Background: an optimization exercise with open tools, aiming at small area and a short achievable clock period. Do not read the settings as production practice.
At most, simulation tests tie the RTL to the original design; equivalence was not proved.
Only the layout flow was run in runs 1 and 2; the RTL was not checked for function there.
Power figures rest on the tool's default switching activity, not on a simulated workload.

<file path="flow/run.sh">
#!/bin/bash
# The standard ORFS layout (standard.sh: standard synthesis, floorplan,
# placement, CTS, routing), with three changes to how the layout is made:
# - repair_timing aims for setup slack beyond the clock's own (SETUP_SLACK_MARGIN),
#   so the layout is optimised for a shorter achieved period;
# - port buffers are a plain buf_2 instead of the resizer's default pick;
# - CTS: clkbuf_16 root, clkbuf_8 leaf buffers, no dummy loads, smaller clusters.
# The clock period and constraints (constraint.sdc) are the standard flow's, unchanged.
# make's full output goes to make_standard.log; each ORFS step logs to orfs/logs.
set -euo pipefail
export SETUP_SLACK_MARGIN=9.0
export BUFFER_PORTS_ARGS="-buffer_cell sky130_fd_sc_hd__buf_2"
export CTS_ARGS="-sink_clustering_enable -repair_clock_nets -dont_use_dummy_load -root_buf sky130_fd_sc_hd__clkbuf_16 -buf_list sky130_fd_sc_hd__clkbuf_8 -sink_clustering_size 16 -sink_clustering_max_diameter 50"
bash standard.sh > make_standard.log 2>&1
</file>
<file path="constraint.sdc">
create_clock -name core_clock -period 12.5 [get_ports {clk}]
set_input_delay 2.5000 -clock core_clock [delete_from_list [all_inputs] [get_ports {clk}]]
set_output_delay 2.5000 -clock core_clock [all_outputs]
set_load 0.01 [all_outputs]
</file>
<file path="design.v">
module top_module (
    input wire clk,
    input wire reset,
    input wire signed [15:0] x_in,
    input wire signed [15:0] d_in,
    output wire signed [15:0] y_out
);
    reg [15:0] d0;                  
    reg [15:0] dl [1:15];           
    reg        p1, n1;              
    reg        mp1, mn1;            
    reg        p16, n16;            
    reg [15:0] rz;
    reg [15:1] rp, rn;
    reg [3:1]  cz, cp, cn;          
    reg [15:0] y;
    reg        ep, en;              
    reg        kp, kn;              
    reg [3:0]  cnt;                 
    reg        v15;                 
    integer i;
    wire [15:0] d15 = v15 ? dl[15] : 16'd0;
    wire        p15 = (|d15) & ~d15[15];
    wire        n15 = d15[15];
    function [15:0] add16(input [15:0] a, input [15:0] b, input ci);
        reg [15:0] p, g, gg, pp;
        integer k, st;
        begin
            p = a ^ b;
            g = a & b;
            gg = g;
            pp = p;
            gg[0] = g[0] | (p[0] & ci);
            for (st = 1; st < 16; st = st * 2)
                for (k = 2 * st - 1; k < 16; k = k + 2 * st) begin
                    gg[k] = gg[k] | (pp[k] & gg[k-st]);
                    pp[k] = pp[k] & pp[k-st];
                end
            for (st = 4; st >= 1; st = st / 2)
                for (k = 3 * st - 1; k < 16; k = k + 2 * st) begin
                    gg[k] = gg[k] | (pp[k] & gg[k-st]);
                    pp[k] = pp[k] & pp[k-st];
                end
            add16 = p ^ {gg[14:0], ci};
        end
    endfunction
    function [4:0] rip4(input [3:0] a, input [3:0] b, input ci);
        reg [4:0] c;
        integer k;
        begin
            c[0] = ci;
            for (k = 0; k < 4; k = k + 1)
                c[k+1] = (a[k] & b[k]) | (a[k] & c[k]) | (b[k] & c[k]);
            rip4 = {c[4], a ^ b ^ c[3:0]};
        end
    endfunction
    function [18:0] acc(input [15:0] r, input [3:1] rc, input [15:0] x,
                        input s, input sh);
        reg [15:0] a;
        reg [4:0]  b0, b1, b2, b3;
        begin
            a = x ^ {{8{sh}}, {8{s}}};
            b0 = rip4(r[3:0], a[3:0], s);
            b1 = rip4(r[7:4], a[7:4], rc[1]);
            b2 = rip4(r[11:8], a[11:8], rc[2]);
            b3 = rip4(r[15:12], a[15:12], rc[3]);
            acc = {b2[4], b1[4], b0[4], b3[3:0], b2[3:0], b1[3:0], b0[3:0]};
        end
    endfunction
    wire [15:0] rpf = {rp, rz[0]};
    wire [15:0] rnf = {rn, rz[0]};
    wire [18:0] vp  = acc(rpf, cp, d0, ~p1, mp1);
    wire [18:0] vn  = acc(rnf, cn, d0, ~n1, mn1);
    wire [18:0] vz  = acc(rz, cz, d0, 1'b1, 1'b1);
    wire [18:0] rpn = acc(vp[15:0], vp[18:16], d15, p16, p16);
    wire [18:0] rnn = acc(vn[15:0], vn[18:16], d15, n16, n16);
    wire [18:0] rzn = acc(vz[15:0], vz[18:16], d15, 1'b0, 1'b0);
    wire [18:0] vk = kp ? vp : (kn ? vn : vz);
    wire [15:0] yn = vk[15:0] + {3'd0, vk[18], 3'd0, vk[17], 3'd0, vk[16], 4'd0};
    wire        eneg = add16(d_in, ~y, 1'b1) >> 15;    
    wire        enz  = |(d_in ^ y);                   
    always @(posedge clk or posedge reset) begin
        if (reset) begin
            d0  <= 16'd0;
            p1  <= 1'b0;
            n1  <= 1'b0;
            mp1 <= 1'b1;
            mn1 <= 1'b1;
            p16 <= 1'b0;
            n16 <= 1'b0;
            rz  <= 16'd0;
            rp  <= 15'd0;
            rn  <= 15'd0;
            cz  <= 3'd0;
            cp  <= 3'd0;
            cn  <= 3'd0;
            y   <= 16'd0;
            ep  <= 1'b0;
            en  <= 1'b0;
            kp  <= 1'b0;
            kn  <= 1'b0;
            cnt <= 4'd0;
            v15 <= 1'b0;
        end else begin
            d0  <= x_in;
            p1  <= (|d0) & ~d0[15];
            n1  <= d0[15];
            mp1 <= ~((|d0) & ~d0[15]);
            mn1 <= ~d0[15];
            p16 <= p15;
            n16 <= n15;
            rz  <= rzn[15:0];
            rp  <= rpn[15:1];
            rn  <= rnn[15:1];
            cz  <= rzn[18:16];
            cp  <= rpn[18:16];
            cn  <= rnn[18:16];
            y   <= yn;
            ep  <= enz & ~eneg;
            en  <= eneg;
            kp  <= ep;
            kn  <= en;
            if (!v15) cnt <= cnt + 4'd1;
            if (cnt == 4'd14) v15 <= 1'b1;
        end
    end
    always @(posedge clk) begin
        dl[1] <= d0;
        for (i = 2; i < 16; i = i + 1)
            dl[i] <= dl[i-1];
    end
    assign y_out = y;
endmodule
</file>
<file path="config.mk">
export PLATFORM = sky130hd
export DESIGN_NAME = top_module
export DESIGN_NICKNAME = top_module
export VERILOG_FILES = /design/flow/design.v
export SDC_FILE = /design/flow/constraint.sdc
export NUM_CORES = 4
export LEC_CHECK = 0
export CAP_MARGIN = 20
export CORE_MARGIN = 2
export CORE_UTILIZATION = 45
export SLEW_MARGIN = 20
</file>
<file path="standard.sh">
#!/bin/bash
# synth_recipe.tcl (not shown) runs the flow's synth.tcl, then flattens the netlist and writes it again
# the make line also repeats each setting of config.mk as NAME=value (left out here)
make -C /OpenROAD-flow-scripts/flow DESIGN_CONFIG=/design/flow/config.mk WORK_HOME=/design/flow/orfs CLKGATE_MAP_FILE= SYNTH_SCRIPT=/design/flow/synth_recipe.tcl "${@:-finish}"
</file>
==> results by group, run 1 <==
Global routing
  – Vias in the first global route: 5,923
  – GR Overflow Total: 0
  – Largest net degree at the start of global routing: 78
  – Initial antenna violation count: 1
  – Global-route wire length before repair: around 32,000 um
  – Total track usage: 0.1575

Routing
  – DRT iter0 DRCs: roughly 290
  – DR vias: approximately 5.6k
  – DR WL/cell: between 15 and 20 um
  – Post-Route WL: 20,010 um
  – Final ANT Viol Nets: 0
  – # DRC: 0
  – Via density: about 4.5
  – First-pass iteration count of the detailed router: 4

STA
  – Worst slew pin tran: 1.027 ns
  – Min cycle time layout: about 3.6 ns
  – Worst Hold Slack: 0.2792 ns
  – Max-slew headroom: 0.3153
  – Tcrit/Tclk final: 0.2916
  – Setup_tns: 0 ns
  – Final Skew: 0.05556 ns
  – Max Freq: 274.3 MHz
  – Final Setup Violations: 0
  – Unrepaired setup endpoints after global routing: yes
  – Final slew viol count: 0
  – Final Hold Fails: 0

Logic synthesis
  – Synth Area in XOR/XNOR: 0.06544
  – Synth Area in Adders: 0.1697
  – Post-synth ARST share: 0.2982
  – Seq cells post-synth: between 300 and 400
  – Compound-Gate Fraction of Synth Area: 0.02426
  – Net Count, Synth: 966
  – Seq/Total Area, Yosys: 0.6341
  – Largest family of logic cells by synthesized area: adder cells
  – Mean Syn Cell Area: ~14 um2
  – Number of flops mapped to enable cells by yosys: 0
  – Mapped Area: about 12,000 um2
  – Synth Warn #: 2
  – Mux contribution to synthesized area: 0.02587
  – Primary FF master, synth: dfxtp_1
  – Post-synthesis simple-gate area fraction: 0.02717
  – Synthesized instance count: 825
  – Post-synth cell types: 49

Outcome
  – Status: no timing/DRC/antenna violations

Finish
  – Post-route cell area: 13,260 um2
  – Area grow syn2layout: 14.27%
  – Share of layout cells above drive strength 1: 0.2478
  – Final cell count without fillers: 1,254
  – N_diodes: 0
  – Final nets: between 1k and 1.5k
  – Register area: 7376 um2
  – Fill cell count: 2,204
  – Most common cell after layout, fill and taps aside: dfxtp_1
  – Multi-input gate area: slightly below 4000 um2
  – Commonest cells after routing, fill and taps aside: 240 x dfxtp_1, 128 x inv_1, 93 x dfrtp_1

Clock tree
  – Num CTS Buffers: 31
  – H-tree level count: 1
  – Clk sink count: 342
  – CTS max path bufs: 3
  – CTS Hold Buffers Added: 0
  – CTS clock-pin slew for the worst setup and hold paths: 0.09 ns
  – CTS tree: done
  – Clock insertion delay at the later pin of the skew report: 0.52 ns
  – Clk root buf: clkbuf_16

Worst setup path
  – Setup CP Type: register to register
  – Worst r2r src: mp1
  – R2R depth: 14
  – Reg2Reg Setup Slack: 8.85 ns
  – Critical Path RT: 12.91 ns
  – CP arrival: 4.06 ns
  – Crit. End Element: register
  – Capture point of the worst reg-to-reg path: rp[15]
  – Max FO, Critical Path: 2
  – Setup crit start kind: register

Hold path
  – Hold Crit Endpoint: dl[13][4]
  – Hold_sp: dl[12][4]
  – Hold Path Cell Cnt: 0
  – Worst Hold Class: register to register

Place
  – DP HPWL: 13,630 um
  – Routability congestion estimate: 0.7734
  – Port Buf Inserts: 49
  – Placed insts: 1,193
  – Cell Area, Placed: 12,340 um2

Floorplan
  – Die Wd: 164.6 um
  – Num rows: between 50 and 60
  – Core area: 25,250 um2
  – Die area: 27,090 um2
  – Initial Util: 0.4596
  – Io pins: 50
  – Die Y: 164.6 um

Run
  – Max-cap viol count: 0

Power and ir drop
  – Pwr dens: roughly 280 nW/um2
  – Worst VDD drop: 0.1124 mV
  – Static Leak: approximately 0.0060 uW
## routing by layer
| metal | up-vias | GRT usage | wire length, um |
|---|---|---|---|
| met2 | 118 | 0.2393 | 8842 |
| met3 | 31 | 0.02888 | 1045 |
| met4 | 0 | 0.05059 | 519 |
| met1 | 2764 | 0.2305 | 9607 |
| met5 | - | 0 | 0 |
| li1 | 2676 | - | - |
## worst max-delay path: stages, from the launching register on
cell and delay (ns):
dfstp_4 0.65, xnor2_2 0.13, fa_2 0.21, inv_1 0.05
fa_2 0.39, fa_2 0.37, inv_2 0.07, fa_2 0.23
fa_1 0.17, inv_1 0.05, fa_2 0.35, fa_2 0.39
xor2_1 0.15, xnor2_1 0.18, xnor2_1 0.14
## worst max path at each step
stage	end	slack [ns]	cells past startpoint	startpoint
floorplan	en	8.61	6	d_in[13]
global placement	y[13]	8.35	3	reset
detailed placement	y[14]	8.35	3	reset
CTS	rp[15]	8.82	14	mp1
global route	rp[15]	8.70	14	mp1
finish	rp[15]	8.85	14	mp1
## cells in the mapped netlist (2+ instances only)
cell | count | share of area
a21o_1 | 2 | 0.0013
dfxtp_1 | 240 | 0.41
dfstp_2 | 2 | 0.0045
inv_1 | 146 | 0.047
o21ai_0 | 7 | 0.0030
nor2b_1 | 3 | 0.0016
mux2_4 | 2 | 0.0026
nor2_1 | 13 | 0.0042
mux2i_2 | 2 | 0.0024
a21oi_1 | 12 | 0.0052
dfrtp_1 | 100 | 0.22
nor3_1 | 5 | 0.0022
nor4_1 | 4 | 0.0022
fa_1 | 84 | 0.14
o221ai_2 | 2 | 0.0026
nand3_1 | 2 | 0.00086
o41ai_1 | 2 | 0.0015
o211ai_1 | 2 | 0.0013
mux2i_4 | 2 | 0.0039
mux2i_1 | 13 | 0.011
xor2_1 | 29 | 0.022
xnor2_1 | 55 | 0.042
nand2b_1 | 2 | 0.0011
nand2_1 | 29 | 0.0094
ha_1 | 23 | 0.025
clkbuf_1 | 9 | 0.0029
nand4_1 | 3 | 0.0016
buf_2 | 4 | 0.0017
mux2_2 | 6 | 0.0058
## where the power goes
part,switching [uW],internal [uW],leakage (uW)
Sequential,98.2,1300,0.00319
Combinational,892,804,0.00253
Clock,324,243,0.000238
Total,1310,2350,0.00596
## logic make-up after synthesis
| family | after synthesis |
|---|---|
| mux | 25 |
| compound gates | 39 |
| buf+inv | 161 |
| flops | 342 |
| simple gates | 66 |
| xor+xnor | 85 |
| fa+ha+maj | 107 |
## timing repair
| item | in CTS | in global routing |
|---|---|---|
| buffers inserted | 15 | 15 |
| endpoints found under the hold margin | 0 | 0 |
| setup endpoints to repair | 113 | 35 |
| resized for setup | 40 | 31 |
| pin swaps | 33 | 37 |
## sequential cells by signal, summed over array words and instances (netlist names), 3 cells and up
register and cells:
y 16, dl 240, cp 3, rp 15, rn 15, cz 3, d0 16, rz 16
cn 3, cnt 4
## cell type report
| cell class | count | share of cell area |
|---|---|---|
| Clock buffer | 31 | 0.03472 |
| Inverter | 146 | 0.04160 |
| Tap cell | 330 | 0.03113 |
| Multi-Input combinational cell | 322 | 0.2968 |
| Timing Repair Buffer | 83 | 0.03962 |
| Sequential cell | 342 | 0.5561 |
## through the flow
step | total power, uW | utilization | worst slack (ns)
finish | 3665 | 0.5252 | 8.855
global route | 3996 | 0.5252 | 8.704
CTS | 3617 | 0.5164 | 8.818
detailed placement | 2939 | 0.4888 | 8.355
global placement | 2887 | 0.4888 | 8.354
floorplan | 2540 | - | 8.609
==> run 2, diff against run 1 <==
--- a/design.v
+++ b/design.v
@@ -10,3 +10,2 @@
     reg        p1, n1;              
-    reg        mp1, mn1;            
     reg        p16, n16;            
@@ -14,3 +13,3 @@
     reg [15:1] rp, rn;
-    reg [3:1]  cz, cp, cn;          
+    reg [4:1]  cz, cp, cn;          
     reg [15:0] y;
@@ -46,3 +45,3 @@
     endfunction
-    function [4:0] rip4(input [3:0] a, input [3:0] b, input ci);
+    function [4:0] rip(input [3:0] a, input [3:0] b, input ci, input integer n);
         reg [4:0] c;
@@ -50,19 +49,22 @@
         begin
+            c = 5'd0;
             c[0] = ci;
-            for (k = 0; k < 4; k = k + 1)
-                c[k+1] = (a[k] & b[k]) | (a[k] & c[k]) | (b[k] & c[k]);
-            rip4 = {c[4], a ^ b ^ c[3:0]};
+            for (k = 0; k < n; k = k + 1)
+                c[k+1] = ({1'b0, a[k]} + {1'b0, b[k]} + {1'b0, c[k]}) >> 1;
+            rip = {c[n], (a ^ b ^ c[3:0])};
         end
     endfunction
-    function [18:0] acc(input [15:0] r, input [3:1] rc, input [15:0] x,
-                        input s, input sh);
+    function [19:0] acc(input [15:0] r, input [4:1] rc, input [15:0] x,
+                        input s);
         reg [15:0] a;
-        reg [4:0]  b0, b1, b2, b3;
+        reg [4:0]  b0, b1, b2, b3, b4;
         begin
-            a = x ^ {{8{sh}}, {8{s}}};
-            b0 = rip4(r[3:0], a[3:0], s);
-            b1 = rip4(r[7:4], a[7:4], rc[1]);
-            b2 = rip4(r[11:8], a[11:8], rc[2]);
-            b3 = rip4(r[15:12], a[15:12], rc[3]);
-            acc = {b2[4], b1[4], b0[4], b3[3:0], b2[3:0], b1[3:0], b0[3:0]};
+            a = x ^ {16{s}};
+            b0 = rip({1'b0, r[2:0]}, {1'b0, a[2:0]}, s, 3);
+            b1 = rip({1'b0, r[5:3]}, {1'b0, a[5:3]}, rc[1], 3);
+            b2 = rip({1'b0, r[8:6]}, {1'b0, a[8:6]}, rc[2], 3);
+            b3 = rip({1'b0, r[11:9]}, {1'b0, a[11:9]}, rc[3], 3);
+            b4 = rip(r[15:12], a[15:12], rc[4], 4);
+            acc = {b3[4], b2[4], b1[4], b0[4],
+                   b4[3:0], b3[2:0], b2[2:0], b1[2:0], b0[2:0]};
         end
@@ -71,10 +73,10 @@
     wire [15:0] rnf = {rn, rz[0]};
-    wire [18:0] vp  = acc(rpf, cp, d0, ~p1, mp1);
-    wire [18:0] vn  = acc(rnf, cn, d0, ~n1, mn1);
-    wire [18:0] vz  = acc(rz, cz, d0, 1'b1, 1'b1);
-    wire [18:0] rpn = acc(vp[15:0], vp[18:16], d15, p16, p16);
-    wire [18:0] rnn = acc(vn[15:0], vn[18:16], d15, n16, n16);
-    wire [18:0] rzn = acc(vz[15:0], vz[18:16], d15, 1'b0, 1'b0);
-    wire [18:0] vk = kp ? vp : (kn ? vn : vz);
-    wire [15:0] yn = vk[15:0] + {3'd0, vk[18], 3'd0, vk[17], 3'd0, vk[16], 4'd0};
+    wire [19:0] vp  = acc(rpf, cp, d0, ~p1);
+    wire [19:0] vn  = acc(rnf, cn, d0, ~n1);
+    wire [19:0] vz  = acc(rz, cz, d0, 1'b1);
+    wire [19:0] rpn = acc(vp[15:0], vp[19:16], d15, p16);
+    wire [19:0] rnn = acc(vn[15:0], vn[19:16], d15, n16);
+    wire [19:0] rzn = acc(vz[15:0], vz[19:16], d15, 1'b0);
+    wire [19:0] vk = kp ? vp : (kn ? vn : vz);
+    wire [15:0] yn = vk[15:0] + {3'd0, vk[19], 2'd0, vk[18], 2'd0, vk[17], 2'd0, vk[16], 3'd0};
     wire        eneg = add16(d_in, ~y, 1'b1) >> 15;    
@@ -86,4 +88,2 @@
             n1  <= 1'b0;
-            mp1 <= 1'b1;
-            mn1 <= 1'b1;
             p16 <= 1'b0;
@@ -93,5 +93,5 @@
             rn  <= 15'd0;
-            cz  <= 3'd0;
-            cp  <= 3'd0;
-            cn  <= 3'd0;
+            cz  <= 4'd0;
+            cp  <= 4'd0;
+            cn  <= 4'd0;
             y   <= 16'd0;
@@ -107,4 +107,2 @@
             n1  <= d0[15];
-            mp1 <= ~((|d0) & ~d0[15]);
-            mn1 <= ~d0[15];
             p16 <= p15;
@@ -114,5 +112,5 @@
             rn  <= rnn[15:1];
-            cz  <= rzn[18:16];
-            cp  <= rpn[18:16];
-            cn  <= rnn[18:16];
+            cz  <= rzn[19:16];
+            cp  <= rpn[19:16];
+            cn  <= rnn[19:16];
             y   <= yn;
==> run 2 against run 1 <==
Compared with the run above: design area is 0.37% lower; clock power hardly changed; critical path type is now register to output pin; sequential cell count is 1 higher; area after synthesis is 0.58% higher; routed wire length is 0.18% lower; largest power group unchanged; die area is 0.57% higher; register-to-register slack better by 0.23 ns; cell count is 1.7% higher.
==> results by group, run 2 <==
Outcome
  – Status: no timing/DRC/antenna violations

Global routing
  – Met2 Use GR: 0.2515 (+0.01226)
  – Largest net degree at the start of global routing: 54 (-31%)
  – GRT busiest layer: met2
  – Met3 global-route usage: 0.03047 (+0.001590)
  – Total track usage: 0.1573 (-0.0001956)
  – Global-route wire length before repair: 32,550 um (+1.2%)
  – GR Overflow Total: 0 (unchanged)
  – Vias in the first global route: 6,125 (+3.4%)
  – GR met1 Demand/Resource: 0.2206 (-0.009907)
  – Initial antenna violation count: 0 (-1)

Finish
  – Fill cell count: 2,205 (+0.045%)
  – Post-route cell area: 13,210 um2 (-0.37%)
  – Share of layout cells above drive strength 1: 0.1767 (-0.07112)
  – Top reg by flops: dl
  – Final nets: 1,089 (+2.1%)
  – Max reg flops: 240 (unchanged)
  – N_diodes: 0 (unchanged)
  – Most common cell after layout, fill and taps aside: dfxtp_1
  – Area grow syn2layout: 13.19%
  – Commonest cells after routing, fill and taps aside: 240 x dfxtp_1, 142 x inv_1, 98 x dfrtp_1

Worst setup path
  – CP max stage delay: 0.41 ns (-0.24 ns)
  – Crit. End Element: output pin
  – Setup crit start kind: register
  – Critical Path RT: 10.00 ns (-2.91 ns)
  – Max FO, Critical Path: 2 (unchanged)
  – CP arrival: 1.05 ns (-3.01 ns)
  – CP top delay family: flip-flops
  – CP Cell Sequence: buf_2
  – Buf/Inv on CP: 1 (-2)
  – Setup CP Type: register to output pin
  – Slowest CP cell: dfrtp_1

STA
  – Final Skew: 0.06509 ns (+0.009533 ns)
  – Tcrit/Tclk final: 0.2842 (-0.007431)
  – Min cycle time layout: 3.552 ns (-0.09289 ns)
  – Final Hold Fails: 0 (unchanged)
  – Setup_tns: 0 ns (unchanged)
  – Final Setup Violations: 0 (unchanged)
  – Max Freq: 281.5 MHz (+2.6%)
  – Unrepaired setup endpoints after global routing: yes
  – Worst slew pin tran: 0.7292 ns (-0.2979 ns)
  – Max-slew headroom: 0.5075 (+0.1922)
  – Worst Hold Slack: 0.2946 ns (+0.01540 ns)
  – Final slew viol count: 0 (unchanged)

Logic synthesis
  – Post-synth top area share: 0.4116 (-0.002396)
  – Mapped Area: 11,670 um2 (+0.58%)
  – Seq/Total Area, Yosys: 0.6324 (-0.001741)
  – Number of flops mapped to enable cells by yosys: 0 (unchanged)
  – Largest cells by area after synthesis: dfxtp_1 41%, dfrtp_1 22%, fa_1 14%
  – Post-synth ARST share: 0.3003 (+0.002046)
  – Synth Warn #: 2 (unchanged)
  – Seq cells post-synth: 343 (+0.29%)
  – Top cell type by total area after synthesis: dfxtp_1
  – Most frequent cell after synthesis: dfxtp_1
  – Commonest cells in the netlist: 240 x dfxtp_1, 143 x inv_1, 103 x dfrtp_1
  – Net Count, Synth: 989 (+2.4%)
  – Primary FF master, synth: dfxtp_1
  – Mean Syn Cell Area: 13.78 um2 (-2.0%)
  – Synthesized instance count: 847 (+2.7%)
  – Post-synth cell types: 49 (unchanged)

Routing
  – DRT iter0 DRCs: 286 (-0.69%)
  – DR WL/cell: 15.67 um (-1.8%)
  – Final ANT Viol Nets: 0 (unchanged)
  – Post-Route WL: 19,980 um (-0.18%)
  – DR vias: 5,800 (+3.8%)
  – # DRC: 0 (unchanged)
  – First-pass iteration count of the detailed router: 5 (+1)
  – Via density: 4.549 (+2.1%)

Hold path
  – Worst Hold Class: register to register

Floorplan
  – Initial Util: 0.4609 (+0.001351)
  – Die area: 27,250 um2 (+0.57%)
  – Io pins: 50 (unchanged)
  – Die Wd: 165.1 um (+0.29%)
  – Num rows: 58 (unchanged)
  – Die Y: 165.1 um (+0.29%)
  – Core area: 25,330 um2 (+0.29%)

Clock tree
  – CTS clock-pin slew for the worst setup and hold paths: 0.09 ns (about the same)
  – Clock insertion delay at the later pin of the skew report: 0.52 ns (about the same)
  – Clk sink count: 343 (+0.29%)
  – CTS max path bufs: 3 (unchanged)
  – Clk root buf: clkbuf_16
  – H-tree level count: 1 (unchanged)
  – Num CTS Buffers: 31 (unchanged)
  – CTS Hold Buffers Added: 0 (unchanged)
  – CTS tree: done

Power and ir drop
  – Pwr dens: 278.3 nW/um2 (+0.72%)
  – Static Leak: 0.006017 uW (+1.0%)
  – Worst VDD drop: 0.1243 mV (+11%)

Place
  – Port Buf Inserts: 49 (unchanged)
  – Routability congestion estimate: 0.7947 (+2.8%)
  – DP HPWL: 14,120 um (+3.6%)
  – Cell Area, Placed: 12,340 um2 (about the same)

Run
  – Max-cap viol count: 0 (unchanged)
run 2: changes by cell type after synthesis, moves of 3 or more:
cell and change:
clkbuf_1 -3, mux2i_1 +4, xnor2_1 +7, xor2_1 -4, inv_1 -3, o21ai_1 +4
mux2_2 -5, nand2_1 +11, o21ai_0 +7, dfrtp_1 +3
run 2: final timing paths:
| check | slack [ns] | depth (start not counted) | start | endpoint |
|---|---|---|---|---|
| worst min register to register | 0.29 | 0 | dl[10][10] | dl[11][10] |
| min in group asynchronous | 2.19 | 3 | reset | rz[8] |
| worst max register to register | 9.08 | 13 | p1 | y[13] |
| worst min-delay path | 0.29 | 0 | dl[10][10] | dl[11][10] |
| max in group asynchronous | 9.31 | 4 | reset | p1 |
| worst max-delay path | 8.95 | 1 | y[4] | y_out[4] |
run 2: cell type report:
| cell class | count | area [um2] | area share |
|---|---|---|---|
| Sequential cell | 343 | 7393 | 0.5595 |
| Clock buffer | 31 | 460.4 | 0.03485 |
| Inverter | 144 | 544.3 | 0.04119 |
| Timing Repair Buffer | 82 | 525.5 | 0.03977 |
| Multi-Input combinational cell | 345 | 3877 | 0.2934 |
| Tap cell | 330 | 412.9 | 0.03125 |
run 2: power breakdown:
| group | leakage [uW] | internal (uW) | switching (uW) |
|---|---|---|---|
| registers | 0.00321 | 1310 | 84.3 |
| logic | 0.00257 | 762 | 956 |
| clock network | 0.000238 | 243 | 322 |
run 2: what timing repair did:
action,4_1_cts,5_1_grt
buffers inserted,13,13
pin swaps,6,10
setup endpoints to repair,45,27
gates resized for setup,20,32
run 2: stage by stage:
| step | std cells | utilization | worst slack [ns] | total power, uW |
|---|---|---|---|---|
| 2_1_floorplan | 847 | - | 8.768 | 2543 |
| 3_3_place_gp | 1218 | 0.4872 | 8.496 | 2911 |
| 3_5_place_dp | 1218 | 0.4872 | 8.437 | 2957 |
| 4_1_cts | 1262 | 0.5120 | 8.919 | 3596 |
| 5_1_grt | 1275 | 0.5217 | 8.896 | 4018 |
| 6_report | 1275 | 0.5217 | 8.948 | 3678 |
run 2: metal layers:
layer / wire (um) / up-vias
li1: - / 2754
met1: 9341 / 2909
met2: 9230 / 102
met3: 900 / 35
met4: 505 / 0
met5: 0 / -
run 2: cell families (layout without fill, tap and decap cells):
family,count (synthesis),after routing,synth area share
adders and majority gates,108,108,0.1698
xor gates and xnor gates,87,87,0.06527
AOI/OAI and AO/OA,53,53,0.03237
and+or+nand+nor,77,77,0.02947
DFF,343,343,0.6324
muxes,20,20,0.01811
buffers and inverters,159,257,0.05263
==> run 3, diff against run 2 <==
--- a/design.v
+++ b/design.v
@@ -52,3 +52,3 @@
             for (k = 0; k < n; k = k + 1)
-                c[k+1] = ({1'b0, a[k]} + {1'b0, b[k]} + {1'b0, c[k]}) >> 1;
+                c[k+1] = (a[k] & b[k]) | (a[k] & c[k]) | (b[k] & c[k]);
             rip = {c[n], (a ^ b ^ c[3:0])};
==> run 3 against run 2 <==
Compared with the run above: still clean on timing, DRC and antenna; critical path depth stayed put; synthesized cell count is 2.1% higher; total power is 1.2% lower; fmax is 0.61% higher; global-route usage is 0.89 points lower; register-to-register slack hardly changed; sequential cell count stayed put; area after synthesis is 1.0% higher; sequential power hardly changed; critical path type unchanged; largest power group unchanged.
==> results by group, run 3 <==
STA
  – Setup_tns: 0 ns (unchanged)
  – Final Hold Fails: 0 (unchanged)
  – Max-slew headroom: 0.5580 (+0.05051)
  – Worst slew pin tran: 0.6630 ns (-0.06622 ns)
  – Final WS setup: 8.969 ns (+0.02153 ns)
  – Unrepaired setup endpoints after global routing: yes
  – Final Setup Violations: 0 (unchanged)
  – Min cycle time layout: 3.531 ns (-0.02153 ns)
  – Final slew viol count: 0 (unchanged)
  – Max Freq: 283.2 MHz (+0.61%)
  – Tcrit/Tclk final: 0.2825 (-0.001722)
  – Final Skew: 0.05578 ns (-0.009312 ns)

Finish
  – Multi-input gate area: 3943 um2 (+1.7%)
  – Final nets: 1,094 (+0.46%)
  – N_diodes: 0 (unchanged)
  – Area grow syn2layout: 11.50%
  – Fill cell count: 2,296 (+4.1%)
  – Top reg by flops: dl
  – Core Util, Final: 0.5076 (-0.01418)
  – Most common cell after layout, fill and taps aside: dfxtp_1
  – Register area: 7390 um2 (about the same)
  – Max reg flops: 240 (unchanged)
  – Share of layout cells above drive strength 1: 0.1516 (-0.02514)
  – Commonest cells after routing, fill and taps aside: 240 x dfxtp_1, 139 x inv_1, 99 x dfrtp_1

Place
  – Post-Place Setup Slack: 8.488 ns (+0.05173 ns)
  – Port Buf Inserts: 49 (unchanged)
  – Routability congestion estimate: 0.7849 (-1.2%)
  – DP HPWL: 13,970 um (-1.0%)

Worst setup path
  – CP max stage delay: 0.40 ns (about the same)
  – WP depth: 1 (unchanged)
  – Slowest CP cell: dfrtp_1
  – Critical Path RT: 10.00 ns (about the same)
  – R2R depth: 11 (-2)
  – Max FO, Critical Path: 2 (unchanged)
  – Setup crit start kind: register
  – Crit. End Element: output pin
  – Buf/Inv on CP: 1 (unchanged)
  – Crit path to: y_out[10]
  – Capture point of the worst reg-to-reg path: y[14]
  – Setup CP Type: register to output pin
  – CP top delay family: flip-flops
  – CP Cell Sequence: buf_2
  – Worst setup path start: y[10]
  – Reg2Reg Setup Slack: 9.09 ns (about the same)
  – CP arrival: 1.03 ns (-0.02 ns)
  – Worst r2r src: n1

Logic synthesis
  – Top cell type by total area after synthesis: dfxtp_1
  – Seq/Total Area, Yosys: 0.6259 (-0.006507)
  – Most frequent cell after synthesis: dfxtp_1
  – Mean Syn Cell Area: 13.64 um2 (-1.1%)
  – Number of flops mapped to enable cells by yosys: 0 (unchanged)
  – Largest cells by area after synthesis: dfxtp_1 41%, dfrtp_1 22%, fa_1 13%
  – Seq cells post-synth: 343 (unchanged)
  – Post-synth top area share: 0.4073 (-0.004235)
  – Synthesized instance count: 865 (+2.1%)
  – Synth Warn #: 2 (unchanged)
  – Primary FF master, synth: dfxtp_1
  – Commonest cells in the netlist: 240 x dfxtp_1, 140 x inv_1, 103 x dfrtp_1
  – Post-synth ARST share: 0.3003 (unchanged)
  – Mapped Area: 11,800 um2 (+1.0%)
  – Post-synth cell types: 53 (+8.2%)
  – Net Count, Synth: 1,007 (+1.8%)

Floorplan
  – Num rows: 59 (+1.7%)
  – Die Wd: 165.9 um (+0.51%)
  – Die Y: 165.9 um (+0.51%)
  – Core area: 25,910 um2 (+2.3%)
  – Io pins: 50 (unchanged)
  – Die area: 27,520 um2 (+1.0%)
  – Initial Util: 0.4552 (-0.005710)

Hold path
  – Worst Hold Class: register to register

Global routing
  – Met2 Use GR: 0.2248 (-0.02673)
  – GR Overflow Total: 0 (unchanged)
  – Global-route wire length before repair: 32,200 um (-1.1%)
  – GRT busiest layer: met2
  – Initial antenna violation count: 0 (unchanged)
  – GR met1 Demand/Resource: 0.2215 (+0.0008462)
  – Met3 global-route usage: 0.02788 (-0.002586)
  – Total track usage: 0.1484 (-0.008948)
  – Largest net degree at the start of global routing: 58 (+7.4%)
  – Vias in the first global route: 6,065 (-0.98%)

Routing
  – DRT iter0 DRCs: 169 (-41%)
  – Post-Route WL: 19,660 um (-1.6%)
  – First-pass iteration count of the detailed router: 4 (-1)
  – DR vias: 5,798 (-0.034%)
  – DR WL/cell: 15.30 um (-2.3%)
  – Final ANT Viol Nets: 0 (unchanged)
  – Via density: 4.512 (-0.81%)
  – # DRC: 0 (unchanged)

Clock tree
  – CTS Hold Buffers Added: 0 (unchanged)
  – Num CTS Buffers: 30 (-3.2%)
  – H-tree level count: 1 (unchanged)
  – Clock insertion delay at the later pin of the skew report: 0.50 ns (-0.02 ns)
  – CTS clock-pin slew for the worst setup and hold paths: 0.09 ns (about the same)
  – Clk sink count: 343 (unchanged)
  – CTS max path bufs: 3 (unchanged)
  – Clk root buf: clkbuf_16
  – CTS tree: done

Power and ir drop
  – Static Leak: 0.005979 uW (-0.64%)
  – Pwr dens: 276.2 nW/um2 (-0.77%)
  – Worst VDD drop: 0.1141 mV (-8.2%)

Run
  – Max-cap viol count: 0 (unchanged)

Outcome
  – Status: no timing/DRC/antenna violations
==> run 3: timing repair <==
item / CTS / global route
setup buffers: 9 / 5
endpoints found under the setup margin: 33 / 25
gates resized for setup: 8 / 27
pin swaps: 2 / 10
==> run 3: cell type report <==
cell class                      count  share of cell area
Clock buffer                       30             0.03396
Timing Repair Buffer               71             0.03225
Inverter                          140             0.04024
Tap cell                          335             0.03187
Sequential cell                   343              0.5619
Multi-Input combinational cell    366              0.2998
==> run 3: logic make-up after synthesis <==
family / count (synthesis) / share of synthesized area
simple gates: 84 / 0.03363
fa+ha+maj: 108 / 0.1648
mux: 21 / 0.01931
compound gates: 62 / 0.03798
xor+xnor: 91 / 0.06757
flops: 343 / 0.6259
buf+inv: 156 / 0.05081
==> run 3: how the worst min path moves through the flow <==
stage / endpoint / cells past startpoint / from
after detailed placement: dl[14][3] / 0 / dl[13][3]
after CTS: dl[3][3] / 0 / dl[2][3]
after global placement: dl[14][15] / 0 / dl[13][15]
after global routing: dl[3][3] / 0 / dl[2][3]
after floorplan: dl[10][0] / 0 / dl[9][0]
final: dl[3][3] / 0 / dl[2][3]
==> run 3: routing by layer <==
metal / wire length, um / part of all wire / vias up
met3: 801 / 0.041 / 25
met1: 9878 / 0.50 / 2865
met2: 8658 / 0.44 / 103
li1: - / - / 2805
met5: 0 / 0 / -
met4: 325 / 0.017 / 0
==> run 3: power by group <==
group | leakage [uW] | internal [uW] | total [uW] | switching (uW)
clock network | 0.000231 | 236 | 554 | 318
registers | 0.00321 | 1310 | 1390 | 78.8
logic | 0.00254 | 761 | 1690 | 927
total | 0.00598 | 2310 | 3630 | 1320
==> run 3: through the flow <==
step	power, uW	instance area, um2	instances	hold slack (ns)
6_report	3632	13150	1285	0.3124
5_1_grt	3974	13150	1285	0.3101
4_1_cts	3609	13010	1280	0.3114
3_5_place_dp	3008	12470	1241	0.3121
3_3_place_gp	2960	12470	1241	0.3098
2_1_floorplan	2611	11820	865	0.3096
==> run 4, diff against run 3 <==
--- a/flow/run.sh
+++ b/flow/run.sh
@@ -10,3 +10,3 @@
 set -euo pipefail
-export SETUP_SLACK_MARGIN=9.0
+export SETUP_SLACK_MARGIN=8.8
 export BUFFER_PORTS_ARGS="-buffer_cell sky130_fd_sc_hd__buf_2"
==> run 4 against run 3 <==
Compared with the run above: still clean on timing, DRC and antenna; area after synthesis unchanged; clock power up 2%; via count down 0.64%; register-to-register slack worse by 0.19 ns; total power down 3.0%; combinational power down 8%; largest cell class unchanged; largest power group unchanged; highest routed layer unchanged.
==> results by group, run 4 <==
Worst setup path
  – Max FO, Critical Path: 6 (+4)
  – Worst setup path start: n1
  – Crit. End Element: register
  – Worst r2r src: n1
  – CP arrival: 3.96 ns (+2.93 ns)
  – Reg2Reg Setup Slack: 8.90 ns (-0.19 ns)
  – CP Cell Sequence: buf_2, buf_4, xnor2_1, fa_1, fa_1, mux2i_1, o21ai_0, ha_1, o2111a_1, nor2_1, or3_1, xnor2_1
  – Crit path to: y[9]
  – R2R depth: 12 (+1)
  – Slowest CP cell: dfrtp_4
  – CP max stage delay: 0.56 ns (+0.16 ns)
  – Capture point of the worst reg-to-reg path: y[9]
  – Setup crit start kind: register
  – Setup CP Type: register to register
  – Critical Path RT: 12.85 ns (+2.85 ns)

Routing
  – Via density: 4.504 (-0.17%)
  – First-pass iteration count of the detailed router: 6 (+2)
  – Post-Route WL: 19,270 um (-2.0%)
  – Final ANT Viol Nets: 0 (unchanged)
  – DR WL/cell: 15.07 um (-1.5%)
  – DRT iter0 DRCs: 242 (+43%)
  – # DRC: 0 (unchanged)
  – DR vias: 5,761 (-0.64%)

Floorplan
  – Initial Util: 0.4552 (unchanged)
  – Num rows: 59 (unchanged)
  – Die Wd: 165.9 um (unchanged)
  – Core area: 25,910 um2 (unchanged)
  – Die area: 27,520 um2 (unchanged)
  – Io pins: 50 (unchanged)
  – Die Y: 165.9 um (unchanged)

Power and ir drop
  – Comb pwr share: 0.441 (-0.024)
  – Clock power share: 0.160 (+0.007)
  – Worst VDD drop: 0.1135 mV (-0.53%)
  – Pwr dens: 271.0 nW/um2 (-1.9%)
  – Internal power: 2243 uW (-2.8%)
  – Sequential power share: 0.399 (+0.016)
  – Sw frac: 0.3634 (-0.001237)
  – Static Leak: 0.005944 uW (-0.59%)
  – Switching power: 1280 uW (-3.3%)

Place
  – Routability congestion estimate: 0.7882 (+0.42%)
  – Port Buf Inserts: 49 (unchanged)
  – Cell Area, Placed: 12,440 um2 (-0.26%)
  – DP HPWL: 13,760 um (-1.5%)

Run
  – Max-cap viol count: 0 (unchanged)

Outcome
  – Status: no timing/DRC/antenna violations

Logic synthesis
  – Top cell type by total area after synthesis: dfxtp_1
  – Seq cells post-synth: 343 (unchanged)
  – Mean Syn Cell Area: 13.64 um2 (unchanged)
  – Post-synth ARST share: 0.3003 (unchanged)
  – Seq/Total Area, Yosys: 0.6259 (unchanged)
  – Primary FF master, synth: dfxtp_1
  – Largest cells by area after synthesis: dfxtp_1 41%, dfrtp_1 22%, fa_1 13%
  – Most frequent cell after synthesis: dfxtp_1
  – Synth Warn #: 2 (unchanged)
  – Number of flops mapped to enable cells by yosys: 0 (unchanged)
  – Post-synth top area share: 0.4073 (unchanged)
  – Net Count, Synth: 1,007 (unchanged)
  – Post-synth cell types: 53 (unchanged)
  – Mapped Area: 11,800 um2 (unchanged)
  – Commonest cells in the netlist: 240 x dfxtp_1, 140 x inv_1, 103 x dfrtp_1
  – Synthesized instance count: 865 (unchanged)

Finish
  – Final nets: 1,088 (-0.55%)
  – Most common cell after layout, fill and taps aside: dfxtp_1
  – Register area: 7392 um2 (about the same)
  – Share of layout cells above drive strength 1: 0.1218 (-0.02976)
  – Commonest cells after routing, fill and taps aside: 240 x dfxtp_1, 139 x inv_1, 99 x dfrtp_1
  – Top reg by flops: dl
  – Post-route cell area: 13,000 um2 (-1.2%)
  – Multi-input gate area: 3837 um2 (-2.7%)
  – Area grow syn2layout: 10.19%
  – Fill cell count: 2,288 (-0.35%)
  – N_diodes: 0 (unchanged)
  – Max reg flops: 240 (unchanged)

Clock tree
  – CTS max path bufs: 3 (unchanged)
  – H-tree level count: 1 (unchanged)
  – Clk sink count: 343 (unchanged)
  – Num CTS Buffers: 31 (+3.3%)
  – CTS tree: done
  – Clk root buf: clkbuf_16
  – CTS clock-pin slew for the worst setup and hold paths: 0.09 ns (about the same)
  – Clock insertion delay at the later pin of the skew report: 0.52 ns (+0.02 ns)

STA
  – Final Skew: 0.05257 ns (-0.003213 ns)
  – Worst Hold Slack: 0.2961 ns (-0.01633 ns)
  – Max Freq: 277.5 MHz (-2.0%)
  – Worst slew pin tran: 0.9222 ns (+0.2591 ns)
  – Final slew viol count: 0 (unchanged)
  – Final Setup Violations: 0 (unchanged)
  – Unrepaired setup endpoints after global routing: yes
  – Max-slew headroom: 0.3839 (-0.1741)
  – Setup_tns: 0 ns (unchanged)
  – Tcrit/Tclk final: 0.2883 (+0.005791)
  – Final Hold Fails: 0 (unchanged)
  – Min cycle time layout: 3.603 ns (+0.07239 ns)

Global routing
  – GR Overflow Total: 0 (unchanged)
  – Global-route wire length before repair: 32,200 um (about the same)
  – Largest net degree at the start of global routing: 65 (+12%)
  – Total track usage: 0.1468 (-0.001509)
  – Vias in the first global route: 5,959 (-1.7%)
  – Initial antenna violation count: 1 (+1)

Hold path
  – Hold Path Cell Cnt: 0 (unchanged)
  – Worst Hold Class: register to register
run 4: cell counts after synthesis:
No cell type changed its count.
run 4: logic make-up (layout without fill, tap and decap cells):
logic type | after synthesis | after routing | share of synthesized area
AO/OA/AOI/OAI | 62 | 62 | 0.03798
multiplexers | 21 | 21 | 0.01931
AND/OR/NAND/NOR | 84 | 84 | 0.03363
buffers and inverters | 156 | 235 | 0.05081
XOR/XNOR | 91 | 91 | 0.06757
flip-flops | 343 | 343 | 0.6259
adder cells (fa/ha/maj) | 108 | 108 | 0.1648
run 4: cell type report:
| cell class | count | share of cell area |
|---|---|---|
| repair buffers | 64 | 0.02763 |
| well taps | 335 | 0.03225 |
| multi-input cells | 366 | 0.2952 |
| clock buffers | 31 | 0.03543 |
| flip-flops and latches | 343 | 0.5687 |
| inverters | 140 | 0.04072 |
run 4: worst min-delay path by stage:
stage               from        end  slack, ns
6_report       dl[2][13]  dl[3][13]       0.30
5_1_grt        dl[2][13]  dl[3][13]       0.30
4_1_cts        dl[2][13]  dl[3][13]       0.30
3_5_place_dp    dl[9][7]  dl[10][7]       0.31
3_3_place_gp    dl[5][1]   dl[6][1]       0.31
2_1_floorplan   dl[9][0]  dl[10][0]       0.31
run 4: per-stage QoR:
step | total power [uW] | std cells | util | setup WS (ns)
6_report | 3523 | 1279 | 0.5016 | 8.897
5_1_grt | 3867 | 1279 | 0.5016 | 8.747
4_1_cts | 3573 | 1270 | 0.4981 | 8.809
3_5_place_dp | 2987 | 1239 | 0.4801 | 8.335
3_3_place_gp | 2947 | 1239 | 0.4801 | 8.329
2_1_floorplan | 2608 | 865 | - | 8.768
run 4: critical path: cells and delay by family (launching register included):
family,cells,cell delay (ns)
flip-flops,1,0.56
XOR/XNOR,2,0.26
AND/OR/NAND/NOR,2,0.48
adder cells (fa/ha/maj),3,1.22
buffers and inverters,2,0.34
AO/OA/AOI/OAI,2,0.37
multiplexers,1,0.21
run 4: layer usage:
| layer | GRT usage | vias up | share of wire |
|---|---|---|---|
| met4 | 0.03705 | 0 | 0.022 |
| li1 | - | 2796 | - |
| met5 | 0 | - | 0 |
| met2 | 0.2170 | 116 | 0.44 |
| met3 | 0.02979 | 35 | 0.049 |
| met1 | 0.2228 | 2814 | 0.49 |
run 4: timing repair:
item | CTS | global route
hold buffers | 0 | 0
setup buffers | 0 | 9
pin swaps | 0 | 3
resized for setup | 3 | 7
endpoints found under the setup margin | 10 | 73
run 4: power by group through the flow:
stage | Combinational (uW) | Sequential [uW] | Clock [uW]
floorplan | 1200 | 1410 | 0
global placement | 1520 | 1430 | 0
detailed placement | 1560 | 1430 | 0
CTS | 1570 | 1410 | 593
global route | 1800 | 1430 | 633
finish | 1550 | 1410 | 565
==> run 5, diff against run 4 <==
--- a/flow/run.sh
+++ b/flow/run.sh
@@ -10,5 +10,5 @@
 set -euo pipefail
-export SETUP_SLACK_MARGIN=8.8
+export SETUP_SLACK_MARGIN=9.0
 export BUFFER_PORTS_ARGS="-buffer_cell sky130_fd_sc_hd__buf_2"
-export CTS_ARGS="-sink_clustering_enable -repair_clock_nets -dont_use_dummy_load -root_buf sky130_fd_sc_hd__clkbuf_16 -buf_list sky130_fd_sc_hd__clkbuf_8 -sink_clustering_size 16 -sink_clustering_max_diameter 50"
+export CTS_ARGS="-sink_clustering_enable -repair_clock_nets -dont_use_dummy_load -root_buf sky130_fd_sc_hd__clkbuf_16 -buf_list sky130_fd_sc_hd__clkbuf_8 -sink_clustering_size 20 -sink_clustering_max_diameter 60"
 bash standard.sh > make_standard.log 2>&1
==> run 5 against run 4 <==
Compared with the run above: still clean; sequential cell count is the same; sequential power hardly changed; global-route usage is 0.11 points higher; cell count is essentially flat; critical path type is now register to output pin; critical endpoint is now y_out[10]; largest cell class unchanged; highest routed layer unchanged.
==> results by group, run 5 <==
Worst setup path
  – CP max stage delay: 0.40 ns (-0.16 ns)
  – Setup CP Type: register to output pin
  – Buf/Inv on CP: 1 (-1)
  – Capture point of the worst reg-to-reg path: rn[15]
  – CP top delay family: flip-flops
  – Reg2Reg Setup Slack: 9.05 ns (+0.15 ns)
  – Slowest CP cell: dfrtp_1
  – CP Cell Sequence: buf_2
  – R2R depth: 12 (unchanged)
  – Max FO, Critical Path: 2 (-4)
  – Setup crit start kind: register
  – Worst r2r src: n1
  – Critical Path RT: 10.00 ns (-2.85 ns)
  – Crit. End Element: output pin
  – CP arrival: 1.02 ns (-2.94 ns)

Logic synthesis
  – Synthesized instance count: 865 (unchanged)
  – Post-synthesis simple-gate area fraction: 0.03363 (unchanged)
  – Commonest cells in the netlist: 240 x dfxtp_1, 140 x inv_1, 103 x dfrtp_1
  – Post-synth ARST share: 0.3003 (unchanged)
  – Mean Syn Cell Area: 13.64 um2 (unchanged)
  – Synth Area in XOR/XNOR: 0.06757 (unchanged)
  – Largest family of logic cells by synthesized area: adder cells
  – Most frequent cell after synthesis: dfxtp_1
  – Synth Area in Adders: 0.1648 (unchanged)
  – Mux contribution to synthesized area: 0.01931 (unchanged)
  – Compound-Gate Fraction of Synth Area: 0.03798 (unchanged)
  – Net Count, Synth: 1,007 (unchanged)
  – Post-synth cell types: 53 (unchanged)
  – Largest cells by area after synthesis: dfxtp_1 41%, dfrtp_1 22%, fa_1 13%
  – Number of flops mapped to enable cells by yosys: 0 (unchanged)
  – Top cell type by total area after synthesis: dfxtp_1
  – Primary FF master, synth: dfxtp_1
  – Seq/Total Area, Yosys: 0.6259 (unchanged)
  – Synth Warn #: 2 (unchanged)
  – Post-synth top area share: 0.4073 (unchanged)
  – Mapped Area: 11,800 um2 (unchanged)
  – Seq cells post-synth: 343 (unchanged)

Place
  – Post-Place Setup Slack: 8.488 ns (+0.1531 ns)
  – Routability congestion estimate: 0.7849 (-0.42%)
  – Placed insts: 1,241 (+0.16%)
  – DP HPWL: 13,970 um (+1.6%)
  – Port Buf Inserts: 49 (unchanged)

STA
  – Final slew viol count: 0 (unchanged)
  – Final Setup Violations: 0 (unchanged)
  – Min cycle time layout: 3.524 ns (-0.07876 ns)
  – Max-slew headroom: 0.5592 (+0.1753)
  – Final Skew: 0.05290 ns (+0.0003289 ns)
  – Final Hold Fails: 0 (unchanged)
  – Max Freq: 283.7 MHz (+2.2%)
  – Worst Hold Slack: 0.3021 ns (+0.006076 ns)
  – Setup_tns: 0 ns (unchanged)
  – Worst slew pin tran: 0.6612 ns (-0.2610 ns)
  – Unrepaired setup endpoints after global routing: yes
  – Final WS setup: 8.976 ns (+0.07876 ns)
  – Tcrit/Tclk final: 0.2820 (-0.006301)

Clock tree
  – Clk root buf: clkbuf_16
  – Clock insertion delay at the later pin of the skew report: 0.50 ns (-0.02 ns)
  – H-tree level count: 1 (unchanged)
  – CTS clock-pin slew for the worst setup and hold paths: 0.10 ns (about the same)
  – Num CTS Buffers: 24 (-23%)
  – CTS max path bufs: 3 (unchanged)
  – CTS tree: done
  – Clk sink count: 343 (unchanged)

Finish
  – Core Util, Final: 0.5044 (+0.002800)
  – Commonest cells after routing, fill and taps aside: 240 x dfxtp_1, 139 x inv_1, 99 x dfrtp_1
  – Max reg flops: 240 (unchanged)
  – Most common cell after layout, fill and taps aside: dfxtp_1
  – N_diodes: 0 (unchanged)
  – Final nets: 1,087 (-0.092%)
  – Register area: 7390 um2 (about the same)
  – Area grow syn2layout: 10.81%
  – Final cell count without fillers: 1,278 (-0.078%)
  – Multi-input gate area: 3951 um2 (+3.0%)
  – Top reg by flops: dl
  – Share of layout cells above drive strength 1: 0.1442 (+0.02240)
  – Fill cell count: 2,292 (+0.17%)

Floorplan
  – Core area: 25,910 um2 (unchanged)
  – Io pins: 50 (unchanged)
  – Die Wd: 165.9 um (unchanged)
  – Die area: 27,520 um2 (unchanged)
  – Num rows: 59 (unchanged)
  – Die Y: 165.9 um (unchanged)
  – Initial Util: 0.4552 (unchanged)

Hold path
  – Worst Hold Class: register to register
  – Hold_sp: dl[9][7]
  – Hold Path Cell Cnt: 0 (unchanged)
  – Hold Crit Endpoint: dl[10][7]

Routing
  – # DRC: 0 (unchanged)
  – DRT iter0 DRCs: 211 (-13%)
  – Final ANT Viol Nets: 0 (unchanged)
  – Post-Route WL: 19,500 um (+1.2%)
  – DR WL/cell: 15.26 um (+1.3%)
  – DR vias: 5,764 (+0.052%)
  – First-pass iteration count of the detailed router: 7 (+1)
  – Via density: 4.510 (+0.13%)

Global routing
  – GRT busiest layer: met2
  – GR met1 Demand/Resource: 0.2204 (-0.002454)
  – GR Overflow Total: 0 (unchanged)
  – Initial antenna violation count: 0 (-1)
  – Met3 global-route usage: 0.02312 (-0.006673)
  – Vias in the first global route: 6,028 (+1.2%)
  – Largest net degree at the start of global routing: 58 (-11%)
  – Total track usage: 0.1479 (+0.001094)
  – Met2 Use GR: 0.2295 (+0.01245)
  – Global-route wire length before repair: 32,170 um (-0.11%)

Outcome
  – Status: no timing/DRC/antenna violations

Power and ir drop
  – Static Leak: 0.005935 uW (-0.15%)
  – Pwr dens: 273.0 nW/um2 (+0.73%)
  – Worst VDD drop: 0.1302 mV (+15%)

Run
  – Max-cap viol count: 0 (unchanged)
-- run 5: stage by stage --
stage          area [um2]  power (uW)
2_1_floorplan       11820        2611
3_3_place_gp        12470        2960
3_5_place_dp        12470        3008
4_1_cts             12920        3558
5_1_grt             13070        3910
6_report            13070        3568
-- run 5: where the power goes --
group / internal [uW] / switching (uW)
registers: 1310 / 78.9
clock network: 195 / 307
logic: 752 / 926
total: 2260 / 1310
-- run 5: layout make-up --
| class | count | share of cell area |
|---|---|---|
| clock buffers | 24 | 0.02786 |
| inverters | 140 | 0.04049 |
| multi-input cells | 366 | 0.3023 |
| flip-flops and latches | 343 | 0.5654 |
| well taps | 335 | 0.03207 |
| repair buffers | 70 | 0.03188 |
-- run 5: how the worst max path moves through the flow --
stage | cells after the start | slack [ns] | end | startpoint
global placement | 4 | 8.49 | rp[6] | reset
CTS | 12 | 8.93 | rn[15] | n1
finish | 1 | 8.98 | y_out[10] | y[10]
floorplan | 1 | 8.77 | cn[1] | reset
global route | 1 | 8.92 | y_out[3] | y[3]
detailed placement | 4 | 8.49 | rp[6] | reset
-- run 5: routing by layer --
metal,part of all wire,vias up,routed length (um)
met5,0,-,0
li1,-,2788,-
met4,0.014,0,280
met1,0.50,2856,9740
met2,0.45,97,8718
met3,0.039,23,763
-- run 5: repair_timing --
item                                    4_1_cts  5_1_grt
pin swaps                                     2        6
buffers inserted                              8        5
resized for setup                             9       24
hold buffers                                  0        0
endpoints found under the setup margin       39       26
-- run 5: cells by family after synthesis --
group	Yosys count
flops	343
buf+inv	156
fa+ha+maj	108
xor+xnor	91
simple gates	84
compound gates	62
mux	21
==> run 6, diff against run 5 <==
--- a/config.mk
+++ b/config.mk
@@ -9,3 +9,3 @@
 export CORE_MARGIN = 2
-export CORE_UTILIZATION = 45
+export CORE_UTILIZATION = 55
 export SLEW_MARGIN = 20
==> run 6 against run 5 <==
Compared with the run above: clock power is 3% higher; count of clock-buffer cells in the layout rose by 2; cell count down 3.8%; critical endpoint is now y_out[15]; largest cell class unchanged.
==> results by group, run 6 <==
Logic synthesis
  – Synth Warn #: 2 (unchanged)
  – Primary FF master, synth: dfxtp_1
  – Seq cells post-synth: 343 (unchanged)
  – Synthesized instance count: 865 (unchanged)
  – Compound-Gate Fraction of Synth Area: 0.03798 (unchanged)
  – Post-synth ARST share: 0.3003 (unchanged)
  – Post-synth cell types: 53 (unchanged)
  – Largest cells by area after synthesis: dfxtp_1 41%, dfrtp_1 22%, fa_1 13%
  – Mean Syn Cell Area: 13.64 um2 (unchanged)
  – Mapped Area: 11,800 um2 (unchanged)
  – Commonest cells in the netlist: 240 x dfxtp_1, 140 x inv_1, 103 x dfrtp_1
  – Most frequent cell after synthesis: dfxtp_1
  – Post-synth top area share: 0.4073 (unchanged)
  – Mux contribution to synthesized area: 0.01931 (unchanged)
  – Seq/Total Area, Yosys: 0.6259 (unchanged)
  – Net Count, Synth: 1,007 (unchanged)
  – Largest family of logic cells by synthesized area: adder cells
  – Top cell type by total area after synthesis: dfxtp_1
  – Number of flops mapped to enable cells by yosys: 0 (unchanged)
  – Synth Area in Adders: 0.1648 (unchanged)
  – Post-synthesis simple-gate area fraction: 0.03363 (unchanged)
  – Synth Area in XOR/XNOR: 0.06757 (unchanged)

STA
  – Max Freq: 283.1 MHz (-0.23%)
  – Final Hold Fails: 0 (unchanged)
  – Final slew viol count: 0 (unchanged)
  – Max-slew headroom: 0.4183 (-0.1409)
  – Final Setup Violations: 0 (unchanged)
  – Unrepaired setup endpoints after global routing: yes
  – Worst Hold Slack: 0.2733 ns (-0.02887 ns)
  – Final Skew: 0.07343 ns (+0.02053 ns)
  – Tcrit/Tclk final: 0.2826 (+0.0006544)
  – Worst slew pin tran: 0.8708 ns (+0.2095 ns)
  – Setup_tns: 0 ns (unchanged)
  – Min cycle time layout: 3.533 ns (+0.008180 ns)

Finish
  – Max reg flops: 240 (unchanged)
  – Final nets: 1,099 (+1.1%)
  – Fill cell count: 1,644 (-28%)
  – Top reg by flops: dl
  – Commonest cells after routing, fill and taps aside: 240 x dfxtp_1, 139 x inv_1, 98 x dfrtp_1
  – Share of layout cells above drive strength 1: 0.1571 (+0.01285)
  – N_diodes: 0 (unchanged)
  – Area grow syn2layout: 11.04%
  – Most common cell after layout, fill and taps aside: dfxtp_1
  – Post-route cell area: 13,100 um2 (+0.21%)

Routing
  – # DRC: 0 (unchanged)
  – DR vias: 5,900 (+2.4%)
  – Via density: 4.797 (+6.4%)
  – DRT iter0 DRCs: 197 (-6.6%)
  – Final ANT Viol Nets: 0 (unchanged)
  – First-pass iteration count of the detailed router: 5 (-2)
  – Post-Route WL: 20,110 um (+3.1%)
  – DR WL/cell: 16.35 um (+7.1%)

Worst setup path
  – CP top delay family: flip-flops
  – Buf/Inv on CP: 1 (unchanged)
  – Slowest CP cell: dfrtp_1
  – Crit. End Element: output pin
  – Max FO, Critical Path: 2 (unchanged)
  – CP max stage delay: 0.40 ns (about the same)
  – CP arrival: 1.03 ns (about the same)
  – CP Cell Sequence: buf_2
  – Critical Path RT: 10.00 ns (about the same)
  – Setup CP Type: register to output pin
  – Setup crit start kind: register

Clock tree
  – CTS tree: done
  – CTS Hold Buffers Added: 0 (unchanged)
  – Clk sink count: 343 (unchanged)
  – H-tree level count: 1 (unchanged)
  – CTS max path bufs: 3 (unchanged)
  – Clk root buf: clkbuf_16
  – CTS clock-pin slew for the worst setup and hold paths: 0.11 ns (about the same)
  – Num CTS Buffers: 26 (+8.3%)
  – Clock insertion delay at the later pin of the skew report: 0.51 ns (about the same)

Global routing
  – Global-route wire length before repair: 33,060 um (+2.8%)
  – GR met1 Demand/Resource: 0.2525 (+0.03210)
  – GR Overflow Total: 0 (unchanged)
  – Vias in the first global route: 6,503 (+7.9%)
  – GRT busiest layer: met2
  – Initial antenna violation count: 0 (unchanged)
  – Met2 Use GR: 0.3309 (+0.1014)
  – Largest net degree at the start of global routing: 66 (+14%)
  – Met3 global-route usage: 0.02818 (+0.005065)
  – Total track usage: 0.1903 (+0.04237)

Hold path
  – Worst Hold Class: register to register

Power and ir drop
  – Comb pwr share: 0.472 (+0.002)
  – Static Leak: 0.006008 uW (+1.2%)
  – Sw frac: 0.3657 (-0.001750)
  – Clock power share: 0.143 (+0.002)
  – Switching power: 1322 uW (+0.85%)
  – Sequential power share: 0.385 (-0.004)
  – Pwr dens: 276.1 nW/um2 (+1.1%)
  – Worst VDD drop: 0.1332 mV (+2.3%)
  – Internal power: 2293 uW (+1.6%)

Place
  – Port Buf Inserts: 49 (unchanged)
  – DP HPWL: 14,600 um (+4.5%)
  – Routability congestion estimate: 0.8267 (+5.3%)
  – Cell Area, Placed: 12,380 um2 (-0.72%)

Floorplan
  – Die Y: 150.4 um (-9.3%)
  – Core area: 21,020 um2 (-19%)
  – Die Wd: 150.4 um (-9.3%)
  – Io pins: 50 (unchanged)
  – Initial Util: 0.5611 (+0.1059)
  – Die area: 22,630 um2 (-18%)
  – Num rows: 53 (-10%)

Run
  – Max-cap viol count: 0 (unchanged)

Outcome
  – Status: no timing/DRC/antenna violations
-- run 6: cell counts after synthesis --
Identical to the previous run, type by type.
-- run 6: cell families (layout without fill, tap and decap cells) --
| kind of cell | after synthesis | in the layout |
|---|---|---|
| AO/OA/AOI/OAI | 62 | 62 |
| XOR/XNOR | 91 | 91 |
| adder cells (fa/ha/maj) | 108 | 108 |
| buffers and inverters | 156 | 246 |
| flip-flops | 343 | 343 |
| multiplexers | 21 | 21 |
| AND/OR/NAND/NOR | 84 | 84 |
-- run 6: through the flow --
step	setup slack, ns	util	instances	total power [uW]
detailed placement	8.338	0.5891	1179	3033
CTS	8.917	0.6142	1221	3590
global route	8.912	0.6231	1230	3956
global placement	8.371	0.5891	1179	2947
floorplan	8.768	-	865	2611
finish	8.967	0.6231	1230	3616
-- run 6: final cells by class --
type | instances | area [um2] | area share
Multi-Input combinational cell | 366 | 3948 | 0.3014
Inverter | 140 | 529.3 | 0.04041
Sequential cell | 343 | 7393 | 0.5645
Timing Repair Buffer | 80 | 491.7 | 0.03754
Clock buffer | 26 | 391.6 | 0.02990
Tap cell | 275 | 344.1 | 0.02627
-- run 6: power by group through the flow --
stage          Clock (uW)  Combinational, uW  Sequential, uW
3_5_place_dp            0               1610            1420
2_1_floorplan           0               1200            1410
6_report              518               1710            1390
4_1_cts               544               1650            1400
5_1_grt               582               1960            1410
3_3_place_gp            0               1530            1410
-- run 6: final timing paths --
kind	startpoint	to	slack, ns	cells after the start
max in group asynchronous	reset	rp[10]	9.29	3
setup / recovery	y[15]	y_out[15]	8.97	1
hold / removal	dl[1][12]	dl[2][12]	0.27	0
setup reg to reg	n1	y[9]	9.09	12
hold reg to reg	dl[1][12]	dl[2][12]	0.27	0
min in group asynchronous	reset	cz[1]	2.18	2
-- run 6: repair_timing --
item,4_1_cts,5_1_grt
pin swaps,0,10
setup endpoints to repair,99,32
gates resized for setup,9,27
setup buffers,16,9
-- run 6: metal layers --
layer	part of all wire	routed length, um
met2	0.50	10150
met5	0	0
met3	0.041	826
met4	0.022	433
met1	0.43	8693
==> run 7, diff against run 6 <==
--- a/flow/run.sh
+++ b/flow/run.sh
@@ -6,3 +6,4 @@
 # - port buffers are a plain buf_2 instead of the resizer's default pick;
-# - CTS: clkbuf_16 root, clkbuf_8 leaf buffers, no dummy loads, smaller clusters.
+# - CTS: clkbuf_16 root, clkbuf_8 leaf buffers, no dummy loads, clusters of at most
+#   20 sinks within 60 um.
 # The clock period and constraints (constraint.sdc) are the standard flow's, unchanged.
--- a/config.mk
+++ b/config.mk
@@ -9,3 +9,3 @@
 export CORE_MARGIN = 2
-export CORE_UTILIZATION = 55
+export CORE_UTILIZATION = 45
 export SLEW_MARGIN = 20
==> run 7 against run 6 <==
Compared with the run above: non-clock buffer count fell by 10; combinational power barely moved; sequential share of layout area is 0.091 points higher; worst hold slack better by 0.029 ns; register-to-register slack worse by 0.04 ns; sequential cell count did not move; die area rose by 22%.
==> results by group, run 7 <==
STA
  – Max Freq: 283.7 MHz (+0.23%)
  – Final WS setup: 8.976 ns (+0.008180 ns)
  – Unrepaired setup endpoints after global routing: yes
  – Max-slew headroom: 0.5592 (+0.1409)
  – Worst slew pin tran: 0.6612 ns (-0.2095 ns)
  – Final Setup Violations: 0 (unchanged)
  – Tcrit/Tclk final: 0.2820 (-0.0006544)
  – Final Hold Fails: 0 (unchanged)
  – Final Skew: 0.05290 ns (-0.02053 ns)
  – Min cycle time layout: 3.524 ns (-0.008180 ns)
  – Setup_tns: 0 ns (unchanged)

Floorplan
  – Die area: 27,520 um2 (+22%)
  – Die Wd: 165.9 um (+10%)
  – Num rows: 59 (+11%)
  – Core area: 25,910 um2 (+23%)

Logic synthesis
  – Synth Warn #: 2 (unchanged)
  – Compound-Gate Fraction of Synth Area: 0.03798 (unchanged)
  – Post-synth ARST share: 0.3003 (unchanged)
  – Post-synth top area share: 0.4073 (unchanged)
  – Synthesized instance count: 865 (unchanged)
  – Seq cells post-synth: 343 (unchanged)
  – Mean Syn Cell Area: 13.64 um2 (unchanged)
  – Post-synth cell types: 53 (unchanged)
  – Mux contribution to synthesized area: 0.01931 (unchanged)
  – Synth Area in Adders: 0.1648 (unchanged)
  – Seq/Total Area, Yosys: 0.6259 (unchanged)
  – Most frequent cell after synthesis: dfxtp_1
  – Top cell type by total area after synthesis: dfxtp_1
  – Post-synthesis simple-gate area fraction: 0.03363 (unchanged)
  – Net Count, Synth: 1,007 (unchanged)
  – Largest cells by area after synthesis: dfxtp_1 41%, dfrtp_1 22%, fa_1 13%
  – Largest family of logic cells by synthesized area: adder cells
  – Synth Area in XOR/XNOR: 0.06757 (unchanged)

Place
  – Placed insts: 1,241 (+5.3%)
  – Port Buf Inserts: 49 (unchanged)

Finish
  – Final nets: 1,087 (-1.1%)
  – Fill cell count: 2,292 (+39%)
  – Final cell count without fillers: 1,278 (+3.9%)
  – Share of layout cells above drive strength 1: 0.1442 (-0.01285)
  – N_diodes: 0 (unchanged)
  – Most common cell after layout, fill and taps aside: dfxtp_1
  – Area grow syn2layout: 10.81%
  – Max reg flops: 240 (unchanged)

Power and ir drop
  – Static Leak: 0.005935 uW (-1.2%)
  – PnR Total Power: 3568 uW (-1.3%)

Worst setup path
  – Setup CP Type: register to output pin
  – Capture point of the worst reg-to-reg path: rn[15]
  – CP Cell Sequence: buf_2
  – Reg2Reg Setup Slack: 9.05 ns (-0.04 ns)
  – R2R depth: 12 (unchanged)
  – Slowest CP cell: dfrtp_1
  – Buf/Inv on CP: 1 (unchanged)
  – Setup crit start kind: register
  – Max FO, Critical Path: 2 (unchanged)
  – CP top delay family: flip-flops

Routing
  – Final ANT Viol Nets: 0 (unchanged)
  – DRT iter0 DRCs: 211 (+7.1%)
  – Via density: 4.510 (-6.0%)
  – First-pass iteration count of the detailed router: 7 (+2)
  – # DRC: 0 (unchanged)

Hold path
  – Hold Path Cell Cnt: 0 (unchanged)

Clock tree
  – Clk root buf: clkbuf_16
  – H-tree level count: 1 (unchanged)
  – CTS tree: done
  – Num CTS Buffers: 24 (-7.7%)
  – CTS Hold Buffers Added: 0 (unchanged)
  – CTS clock-pin slew for the worst setup and hold paths: 0.10 ns (about the same)

Global routing
  – Total track usage: 0.1479 (-0.04237)
  – Initial antenna violation count: 0 (unchanged)
  – Largest net degree at the start of global routing: 58 (-12%)

Outcome
  – Status: no timing/DRC/antenna violations
## run 7: cell types whose count changed in the layout (fill, tap and decap cells not counted), sizes merged
cell | before | now
buf | 80 | 70
clkbuf | 26 | 24
## run 7: power by group
group          total [uW]  switching, uW  internal (uW)
sequential           1390           78.9           1310
combinational        1680            926            752
clock                 502            307            195
total                3570           1310           2260
## run 7: repair_timing
| action | 4_1_cts | 5_1_grt |
|---|---|---|
| buffers inserted | 8 | 5 |
| pin swaps | 2 | 6 |
| gates resized for setup | 9 | 24 |
| hold endpoints to repair | 0 | 0 |
| endpoints found under the setup margin | 39 | 26 |
## run 7: final cells by class
type                            count  area (um2)  share of cell area
Clock buffer                       24       364.1             0.02786
Inverter                          140       529.3             0.04049
Multi-Input combinational cell    366        3951              0.3023
Sequential cell                   343        7390              0.5654
Tap cell                          335       419.2             0.03207
Timing Repair Buffer               70       416.7             0.03188
## run 7: how the worst max path moves through the flow
stage / start / to / slack (ns) / cells past startpoint
floorplan: reset / cn[1] / 8.77 / 1
global placement: reset / rp[6] / 8.49 / 4
detailed placement: reset / rp[6] / 8.49 / 4
CTS: n1 / rn[15] / 8.93 / 12
global route: y[3] / y_out[3] / 8.92 / 1
finish: y[10] / y_out[10] / 8.98 / 1
## run 7: cells by family (layout without fill, tap and decap cells)
group           count (synthesis)  in the layout
simple gates                   84             84
compound gates                 62             62
fa+ha+maj                     108            108
mux                            21             21
xor+xnor                       91             91
buf+inv                       156            234
flops                         343            343
## run 7: layer usage
| metal | global-route usage | wire length [um] | up-vias |
|---|---|---|---|
| li1 | - | - | 2788 |
| met1 | 0.2204 | 9740 | 2856 |
| met2 | 0.2295 | 8718 | 97 |
| met3 | 0.02312 | 763 | 23 |
| met4 | 0.03478 | 280 | 0 |
| met5 | 0 | 0 | - |
## run 7: stage by stage
step | util | hold WS [ns] | area [um2]
2_1_floorplan | - | 0.3096 | 11820
3_3_place_gp | 0.4814 | 0.3098 | 12470
3_5_place_dp | 0.4814 | 0.3121 | 12470
4_1_cts | 0.4987 | 0.3101 | 12920
5_1_grt | 0.5044 | 0.3056 | 13070
6_report | 0.5044 | 0.3021 | 13070

Setup slack of run 7, layout unchanged: 8.976 ns with ideal ports, 8.929 ns with driving cells assumed (clock clkbuf_16, inputs buf_2), 8.590 ns with port delays also shifted by the 0.522 ns mid clock arrival.
